What follows belongs to an exercise in optimizing a design on an open flow for small area; a production flow would make more cautious choices. Only simulation tests tie the RTL to the original design; equivalence was not proved. Power and IR drop assume default switching activity. The flow treats the clock pin as an ideal source, which a real chip does not have.

ember:
## DLL_RD
module DLL_RD(
	input wire sclk,
	input wire srst_n,
	input wire [11:0] cc_p_h_i,		         
    input wire [11:0] cc_p_d_i,		         
	input wire [11:0] cc_np_h_i,		     
	input wire [11:0] cc_cpl_h_i,	         
    input wire [11:0] cc_cpl_d_i,            
	output wire [255:0] dll2tl_data_o,
    output wire [2:0] dll2tl_data_en_o,
    output wire [11:0] ep_cc_p_h_o,
    output wire [11:0] ep_cc_p_d_o,
	output wire ep_cc_p_en_o,
    output wire [11:0] ep_cc_np_h_o,
    output wire ep_cc_np_en_o,
    output wire [11:0] ep_cc_cpl_h_o,
    output wire [11:0] ep_cc_cpl_d_o,
    output wire ep_cc_cpl_en_o,
    output wire [11:0] ep_cl_p_h_o,
    output wire [11:0] ep_cl_p_d_o,
    output wire [11:0] ep_cl_np_h_o,
    output wire [11:0] ep_cl_cpl_h_o,
    output wire [11:0] ep_cl_cpl_d_o,
	output wire ep_cl_en_o,
	output wire updatefc_p_o,
	output wire updatefc_np_o,
	output wire updatefc_cpl_o,
	input wire arb_ready_i,
	output wire dllp_valid_o,
	output wire [255:0] dllp_data_o,
	input pipe2dll_valid_i,
	input wire [255:0] pipe2dll_data_i,
	output wire [15:0] acknak_seq_num_o,
    output wire [1:0] acknak_seq_en_o,
	output wire [1:0] dlcm_state
);
Size: roughly 3,400 cells after synthesis, ~1,400 flip-flops, roughly 980 I/O pins, ~53,000 um^2 of cells after synthesis.
clock: 6.0 ns
lec_check: 0
cap_margin: 20
core_margin: 2
core_utilization: 40
cts_buf_list: sky130_fd_sc_hd__clkbuf_16
cts_cluster_diameter: 80
cts_cluster_size: 30
gpl_timing_driven: 0
place_density: 0.6
slew_margin: 20
standard.sh (not shown) runs the stock make flow with config.mk's settings and CLKGATE_MAP_FILE= SYNTH_SCRIPT=/design/flow/synth_recipe.tcl, a recipe that flattens the netlist after the stock synthesis.
==> flow/flow/run.sh <==
#!/bin/bash
# The standard layout (the standard.sh: ORFS synthesis, floorplan, place, CTS, route,
# finish), with the port buffers that global placement inserts made from
# sky130_fd_sc_hd__buf_1 instead of the cell buffer_ports picks by default.
set -euo pipefail
cd "$(dirname "$0")/.."
bash standard.sh "BUFFER_PORTS_ARGS=-buffer_cell sky130_fd_sc_hd__buf_1" finish > make_finish.log 2>&1
ember has completed all stages; timing, DRC and antenna checks passed.
The following lists how pepper was set up differently from ember:
diff --git a/flow/config.mk b/flow/config.mk
--- a/flow/config.mk
+++ b/flow/config.mk
@@ -14 +13,0 @@
-export GPL_TIMING_DRIVEN = 0
### Flow results
- Going from ember to pepper, post-detailed-route via-to-cell ratio grows by 1.2%.
- Between pepper and ember, design area is lower for pepper, ember comes in above that.
- Between ember and pepper, the cell count went down.
- pepper reports a lower combinational cell fraction of total power than ember does.
- Layout buffer count excluding clock buffers (pepper vs. ember) decreases by more than a quarter
- Looking at cell with the biggest individual delay on the critical path, the sky130_fd_sc_hd__xnor3_1 result is from pepper; the sky130_fd_sc_hd__xor3_1 one comes from ember.
- Going from ember to pepper, worst hold margin shrinks by 0.0067 ns.
What yarrow does differently from pepper at the input level:
==> flow/run.sh (new file) <==
#!/bin/bash
# synth_recipe.tcl (not shown) runs the flow's synth.tcl, then flattens the netlist and writes it again
# the make line also repeats each setting of config.mk as NAME=value (left out here)
make -C /OpenROAD-flow-scripts/flow DESIGN_CONFIG=/design/flow/config.mk WORK_HOME=/design/flow/orfs CLKGATE_MAP_FILE= SYNTH_SCRIPT=/design/flow/synth_recipe.tcl finish
diff --git a/flow/config.mk b/flow/config.mk
--- a/flow/config.mk
+++ b/flow/config.mk
@@ -11,3 +10,0 @@
-export CTS_BUF_LIST = sky130_fd_sc_hd__clkbuf_16
-export CTS_CLUSTER_DIAMETER = 80
-export CTS_CLUSTER_SIZE = 30
removed: flow/flow/run.sh
removed: flow/standard.sh
## What came out
- Row power dissipated in the clock network: yarrow higher / pepper lower
- Against pepper, yarrow reports a minimum setup slack in the final design that is lower.
- The run showing the greater internal portion of total power is yarrow.
> inputs changed (yarrow -> xenon)
==> flow/flow/run.sh (new file) <==
#!/bin/bash
# The standard layout (the standard.sh: ORFS synthesis, floorplan, place, CTS, route,
# finish), with the port buffers that global placement inserts made from
# sky130_fd_sc_hd__buf_1 instead of the cell buffer_ports picks by default.
set -euo pipefail
cd "$(dirname "$0")/.."
bash standard.sh "BUFFER_PORTS_ARGS=-buffer_cell sky130_fd_sc_hd__buf_1" finish > make_finish.log 2>&1
==> flow/standard.sh (new file) <==
#!/bin/bash
# synth_recipe.tcl (not shown) runs the flow's synth.tcl, then flattens the netlist and writes it again
# the make line also repeats each setting of config.mk as NAME=value (left out here)
make -C /OpenROAD-flow-scripts/flow DESIGN_CONFIG=/design/flow/config.mk WORK_HOME=/design/flow/orfs CLKGATE_MAP_FILE= SYNTH_SCRIPT=/design/flow/synth_recipe.tcl "${@:-finish}"
diff --git a/flow/config.mk b/flow/config.mk
--- a/flow/config.mk
+++ b/flow/config.mk
@@ -10,2 +10,5 @@
-export CORE_UTILIZATION = 40
-export PLACE_DENSITY = 0.6
+export CORE_UTILIZATION = 60
+export CTS_BUF_LIST = sky130_fd_sc_hd__clkbuf_16
+export CTS_CLUSTER_DIAMETER = 80
+export CTS_CLUSTER_SIZE = 30
+export PLACE_DENSITY = 0.75
removed: flow/run.sh
==> notes.md <==
Final area was higher in yarrow than in xenon. Wire length reported by the detailed router: xenon lower than yarrow. Via count | xenon below yarrow. Highest-delay cell along the critical path = sky130_fd_sc_hd__dfxtp_1: xenon; highest-delay cell along the critical path = sky130_fd_sc_hd__clkdlybuf4s50_1: yarrow. As far as worst hold margin is concerned, xenon and yarrow perform about the same. From yarrow to xenon the numbers moved as follows: period utilization went down, signal arrival time at the worst endpoint went down. Going from yarrow to xenon, the top achievable clock speed was found to have gone up by 1.8%. A worst setup path startpoint of dllp_generator.state[0] is what xenon shows, while dllp_generator.state[2] belongs to yarrow. H-tree depth ends up higher on yarrow. Relative to yarrow, first-iteration DRC count increased by 585 in xenon.
Setup changes, xenon to harbor
==> flow/run.sh (new file) <==
#!/bin/bash
# synth_recipe.tcl (not shown) runs the flow's synth.tcl, then flattens the netlist and writes it again
# the make line also repeats each setting of config.mk as NAME=value (left out here)
make -C /OpenROAD-flow-scripts/flow DESIGN_CONFIG=/design/flow/config.mk WORK_HOME=/design/flow/orfs CLKGATE_MAP_FILE= SYNTH_SCRIPT=/design/flow/synth_recipe.tcl finish
diff --git a/flow/config.mk b/flow/config.mk
--- a/flow/config.mk
+++ b/flow/config.mk
@@ -7,0 +8 @@
+export ABC_AREA = 1
@@ -10,5 +11,2 @@
-export CORE_UTILIZATION = 60
-export CTS_BUF_LIST = sky130_fd_sc_hd__clkbuf_16
-export CTS_CLUSTER_DIAMETER = 80
-export CTS_CLUSTER_SIZE = 30
-export PLACE_DENSITY = 0.75
+export CORE_UTILIZATION = 40
+export PLACE_DENSITY = 0.6
removed: flow/flow/run.sh
removed: flow/standard.sh
### Flow results
- harbor has completed all stages; timing, DRC and antenna checks passed.
- xenon: PASS, flow complete, no timing, DRC or antenna violations
- Compared with xenon, harbor instantiates a larger number of standard cells.
- harbor ends up with a area after synthesis that is 2.4% higher than in xenon.
- | number of nets at the end of the flow | lower: xenon |
- Worst-case clock skew in harbor is 0.0091 ns below xenon.
- harbor ended with more sequential power than xenon.
- Die area, harbor vs xenon: up by more than half
- Of the two values seen for commonest non-fill, non-tap cell in the layout, sky130_fd_sc_hd__edfxtp_1 was produced by xenon and sky130_fd_sc_hd__nand2_1 by harbor.
Input-level comparison between violet and harbor:
==> flow/flow/run.sh (new file) <==
#!/bin/bash
# The standard layout (the standard.sh: ORFS synthesis, floorplan, place, CTS, route,
# finish), with the port buffers that global placement inserts made from
# sky130_fd_sc_hd__buf_1 instead of the cell buffer_ports picks by default.
set -euo pipefail
cd "$(dirname "$0")/.."
bash standard.sh "BUFFER_PORTS_ARGS=-buffer_cell sky130_fd_sc_hd__buf_1" finish > make_finish.log 2>&1
==> flow/standard.sh (new file) <==
#!/bin/bash
# synth_recipe.tcl (not shown) runs the flow's synth.tcl, then flattens the netlist and writes it again
# the make line also repeats each setting of config.mk as NAME=value (left out here)
make -C /OpenROAD-flow-scripts/flow DESIGN_CONFIG=/design/flow/config.mk WORK_HOME=/design/flow/orfs CLKGATE_MAP_FILE= SYNTH_SCRIPT=/design/flow/synth_recipe.tcl "${@:-finish}"
diff --git a/flow/config.mk b/flow/config.mk
--- a/flow/config.mk
+++ b/flow/config.mk
@@ -8 +7,0 @@
-export ABC_AREA = 1
@@ -11,0 +11 @@
+export CTS_BUF_LIST = sky130_fd_sc_hd__clkbuf_4 sky130_fd_sc_hd__clkbuf_8
removed: flow/run.sh
Notes after the runs:
Compared to harbor, violet has maximum fanout along the worst path 3 higher. In violet relative to harbor, total of plain and repair buffers excluding clock buffers had gone up by a few percent. Against harbor, violet comes in 0.11 ns lower on setup slack. violet vs harbor, share of total power in the clock network went up by 1.3 points. Die area: violet vs harbor down 2.3%. Delta (violet minus harbor): post-CTS resize count increased by 15 relative to the old numbers, flip-flop and latch power decreased by about 9% relative to the old numbers. Both conditions hold for violet: the flow ran to the end and the final layout passed the timing, DRC and antenna checks. Sort harbor and violet by shortest clock period the worst path allows after layout desc -> top: violet.


== north ==
Starting RTL as in the previous note.
clock: 6.0 ns
lec_check: 0
cap_margin: 20
core_margin: 2
core_utilization: 40
cts_buf_list: sky130_fd_sc_hd__clkbuf_4 sky130_fd_sc_hd__clkbuf_8
place_density: 0.6
slew_margin: 20
run.sh (not shown) runs the stock make flow with config.mk's settings and CLKGATE_MAP_FILE= SYNTH_SCRIPT=/design/flow/synth_recipe.tcl, a recipe that flattens the netlist after the stock synthesis.
Stock flow here: none of the scripts above is used.
Edits applied to the flow inputs when going from north to south:
- CAP_MARGIN: 20 -> 5
- CTS_CLUSTER_DIAMETER: unset -> 80
- CTS_CLUSTER_SIZE: unset -> 30
- CTS_BUF_LIST: sky130_fd_sc_hd__clkbuf_4 sky130_fd_sc_hd__clkbuf_8 -> sky130_fd_sc_hd__clkbuf_16
- SLEW_MARGIN: 20 -> 5
==> flow/flow/run.sh (new file) <==
#!/bin/bash
# The standard layout (the standard.sh: ORFS synthesis, floorplan, place, CTS, route,
# finish), with the port buffers that global placement inserts made from
# sky130_fd_sc_hd__buf_1 instead of the cell buffer_ports picks by default.
set -euo pipefail
cd "$(dirname "$0")/.."
bash standard.sh "BUFFER_PORTS_ARGS=-buffer_cell sky130_fd_sc_hd__buf_1" finish > make_finish.log 2>&1
==> flow/standard.sh (new file) <==
#!/bin/bash
# synth_recipe.tcl (not shown) runs the flow's synth.tcl, then flattens the netlist and writes it again
# the make line also repeats each setting of config.mk as NAME=value (left out here)
make -C /OpenROAD-flow-scripts/flow DESIGN_CONFIG=/design/flow/config.mk WORK_HOME=/design/flow/orfs CLKGATE_MAP_FILE= SYNTH_SCRIPT=/design/flow/synth_recipe.tcl "${@:-finish}"
removed: flow/run.sh
### Flow results
Number of vias per cell (south vs. north) increases slightly
Per the comparison of south with north, worst reg2reg path depth climbed 2, pin count of the biggest net entering global routing climbed 34, H-tree level count dropped 1.
Row fraction of power spent switching nets: south higher / north lower
Global-route wire length before repair went down by a few percent going from north to south.
Input changes introduced in east (baseline for comparison: south):
- SLEW_MARGIN: 5 -> 20
- CTS_BUF_LIST: sky130_fd_sc_hd__clkbuf_16 -> sky130_fd_sc_hd__clkbuf_8
- CAP_MARGIN: 5 -> 20
- CTS_CLUSTER_SIZE: 30 -> 20
- CTS_CLUSTER_DIAMETER: 80 -> 60
- From south to east the numbers moved as follows: highest achievable clock rate shows no meaningful change; clock period minus final worst setup slack shows a reduction of 8.1 ps.
- Maximum cell stage delay along the critical path came out higher on east than on south.


rev 12:
DLL_RD, a different RTL version from the one above (not shown whole).
Size in the first run: roughly 4500 cells after synthesis, roughly 980 I/O pins, ~52000 µm² of cells after synthesis.
## DLL_RD
module DLL_RD(
	input wire sclk,
	input wire srst_n,
	input wire [11:0] cc_p_h_i,		         
    input wire [11:0] cc_p_d_i,		         
	input wire [11:0] cc_np_h_i,		     
	input wire [11:0] cc_cpl_h_i,	         
    input wire [11:0] cc_cpl_d_i,            
	output wire [255:0] dll2tl_data_o,
    output wire [2:0] dll2tl_data_en_o,
    output wire [11:0] ep_cc_p_h_o,
    output wire [11:0] ep_cc_p_d_o,
	output wire ep_cc_p_en_o,
    output wire [11:0] ep_cc_np_h_o,
    output wire ep_cc_np_en_o,
    output wire [11:0] ep_cc_cpl_h_o,
    output wire [11:0] ep_cc_cpl_d_o,
    output wire ep_cc_cpl_en_o,
    output wire [11:0] ep_cl_p_h_o,
    output wire [11:0] ep_cl_p_d_o,
    output wire [11:0] ep_cl_np_h_o,
    output wire [11:0] ep_cl_cpl_h_o,
    output wire [11:0] ep_cl_cpl_d_o,
	output wire ep_cl_en_o,
	output wire updatefc_p_o,
	output wire updatefc_np_o,
	output wire updatefc_cpl_o,
	input wire arb_ready_i,
	output wire dllp_valid_o,
	output wire [255:0] dllp_data_o,
	input pipe2dll_valid_i,
	input wire [255:0] pipe2dll_data_i,
	output wire [15:0] acknak_seq_num_o,
    output wire [1:0] acknak_seq_en_o,
	output wire [1:0] dlcm_state
);
==> flow/config.mk <==
export PLATFORM = sky130hd
export DESIGN_NAME = DLL_RD
export DESIGN_NICKNAME = DLL_RD
export VERILOG_FILES = /design/flow/design.v
export SDC_FILE = /design/flow/constraint.sdc
export NUM_CORES = 4
export LEC_CHECK = 0
export CAP_MARGIN = 20
export CORE_MARGIN = 2
export CORE_UTILIZATION = 66
export CTS_BUF_LIST = sky130_fd_sc_hd__clkbuf_16
export CTS_CLUSTER_DIAMETER = 80
export CTS_CLUSTER_SIZE = 30
export PLACE_DENSITY = 0.8
export SLEW_MARGIN = 20
==> flow/constraint.sdc <==
create_clock -name core_clock -period 6.0 [get_ports {sclk}]
set_input_delay 1.2000 -clock core_clock [delete_from_list [all_inputs] [get_ports {sclk}]]
set_output_delay 1.2000 -clock core_clock [all_outputs]
set_load 0.01 [all_outputs]
standard.sh (not shown) runs the stock make flow with config.mk's settings and CLKGATE_MAP_FILE= SYNTH_SCRIPT=/design/flow/synth_recipe.tcl, a recipe that flattens the netlist after the stock synthesis.
==> flow/flow/run.sh <==
#!/bin/bash
# The standard layout (the standard.sh: ORFS synthesis, floorplan, place, CTS, route,
# finish) with two changes: the port buffers that global placement inserts are
# sky130_fd_sc_hd__buf_1, and clock tree synthesis inserts no dummy loads.
set -euo pipefail
cd "$(dirname "$0")/.."
CTS="-sink_clustering_enable -repair_clock_nets -buf_list sky130_fd_sc_hd__clkbuf_16"
CTS="$CTS -sink_clustering_size 30 -sink_clustering_max_diameter 80 -dont_use_dummy_load"
bash standard.sh "BUFFER_PORTS_ARGS=-buffer_cell sky130_fd_sc_hd__buf_1" "CTS_ARGS=$CTS" finish > make_finish.log 2>&1
Rev 12 ran to completion and came out clean on the timing, DRC and antenna checks.
For rev 13, these inputs were changed with respect to rev 12:
Settings: swapping 66 for 75 in CORE_UTILIZATION; swapping 0.8 for 0.85 in PLACE_DENSITY.
==> flow/flow/run.sh <==
#!/bin/bash
# The standard layout (the standard.sh: ORFS synthesis, floorplan, place, CTS, route,
# finish), with the port buffers that global placement inserts made from
# sky130_fd_sc_hd__buf_1 instead of the cell buffer_ports picks by default.
set -euo pipefail
cd "$(dirname "$0")/.."
bash standard.sh "BUFFER_PORTS_ARGS=-buffer_cell sky130_fd_sc_hd__buf_1" finish > make_finish.log 2>&1
Findings:
Rev 13 terminated abnormally: 3_2_place_iop reported PPL-0024.
Synthesized-area fraction occupied by ao, oa, aoi and oai cells came out exactly the same in rev 13 and rev 12.
When the final numbers for rev 13 and rev 12 were put side by side, the row count turned out to be greater in rev 12.
Sort rev 13 and rev 12 by starting utilization of the core area asc -> top: rev 12
Taking rev 12 as the reference, in rev 13 proportion of synthesized chip area in sequential cells did not really move, die boundary width went down, height of the chip went down.
| fraction of registers with async set or reset after synthesis | rev 12 vs rev 13 | ≈ equal |
Taking rev 12 as the reference, in rev 13 average footprint of a synthesized cell held steady, proportion of synthesized area in mux cells held.

## port drivers added, routing unchanged
The results above use ideal ports. As a check the final layouts listed here were re-extracted and re-timed, cells and wires unchanged. Step 1 sets driving cells, clkbuf_16 on the clock port and buf_2 on the other inputs (assumed; they add their load-dependent delay and slew). Step 2 also shifts input and output timing later by t, the mid clock arrival at the registers, as if the neighbouring blocks saw the same clock. Three values: ideal ports, drivers, drivers and shift; two values: the first two.
run	t (ns)	setup slack, ns	worst hold slack (ns)
ember	0.776	0.222 / 0.139 / 0.068	0.398 / 0.398 / 0.398
pepper	0.748	0.233 / 0.158 / 0.837	0.391 / 0.391 / 0.391
yarrow	0.833	0.159 / 0.083 / 0.335	0.405 / 0.405 / 0.405
xenon	0.738	0.264 / 0.192 / 0.696	0.406 / 0.406 / 0.406
harbor	0.859	0.367 / 0.287 / 0.962	0.399 / 0.399 / 0.399
violet	0.989	0.256 / 0.179 / 0.787	0.386 / 0.380 / 0.386
north	1.000	0.196 / 0.121 / 0.323	0.385 / 0.385 / 0.385
south	0.759	0.241 / 0.167 / 0.858	0.378 / 0.378 / 0.378
east	0.901	0.249 / 0.168 / 0.805	0.391 / 0.391 / 0.391
rev 12	0.700	0.210 / 0.135 / 0.835	0.419 / 0.419 / 0.419
After both steps every run listed still meets setup and hold. The setup slack of ember, which loses most, moves by -0.083 ns with the drivers and by -0.154 ns with both steps.
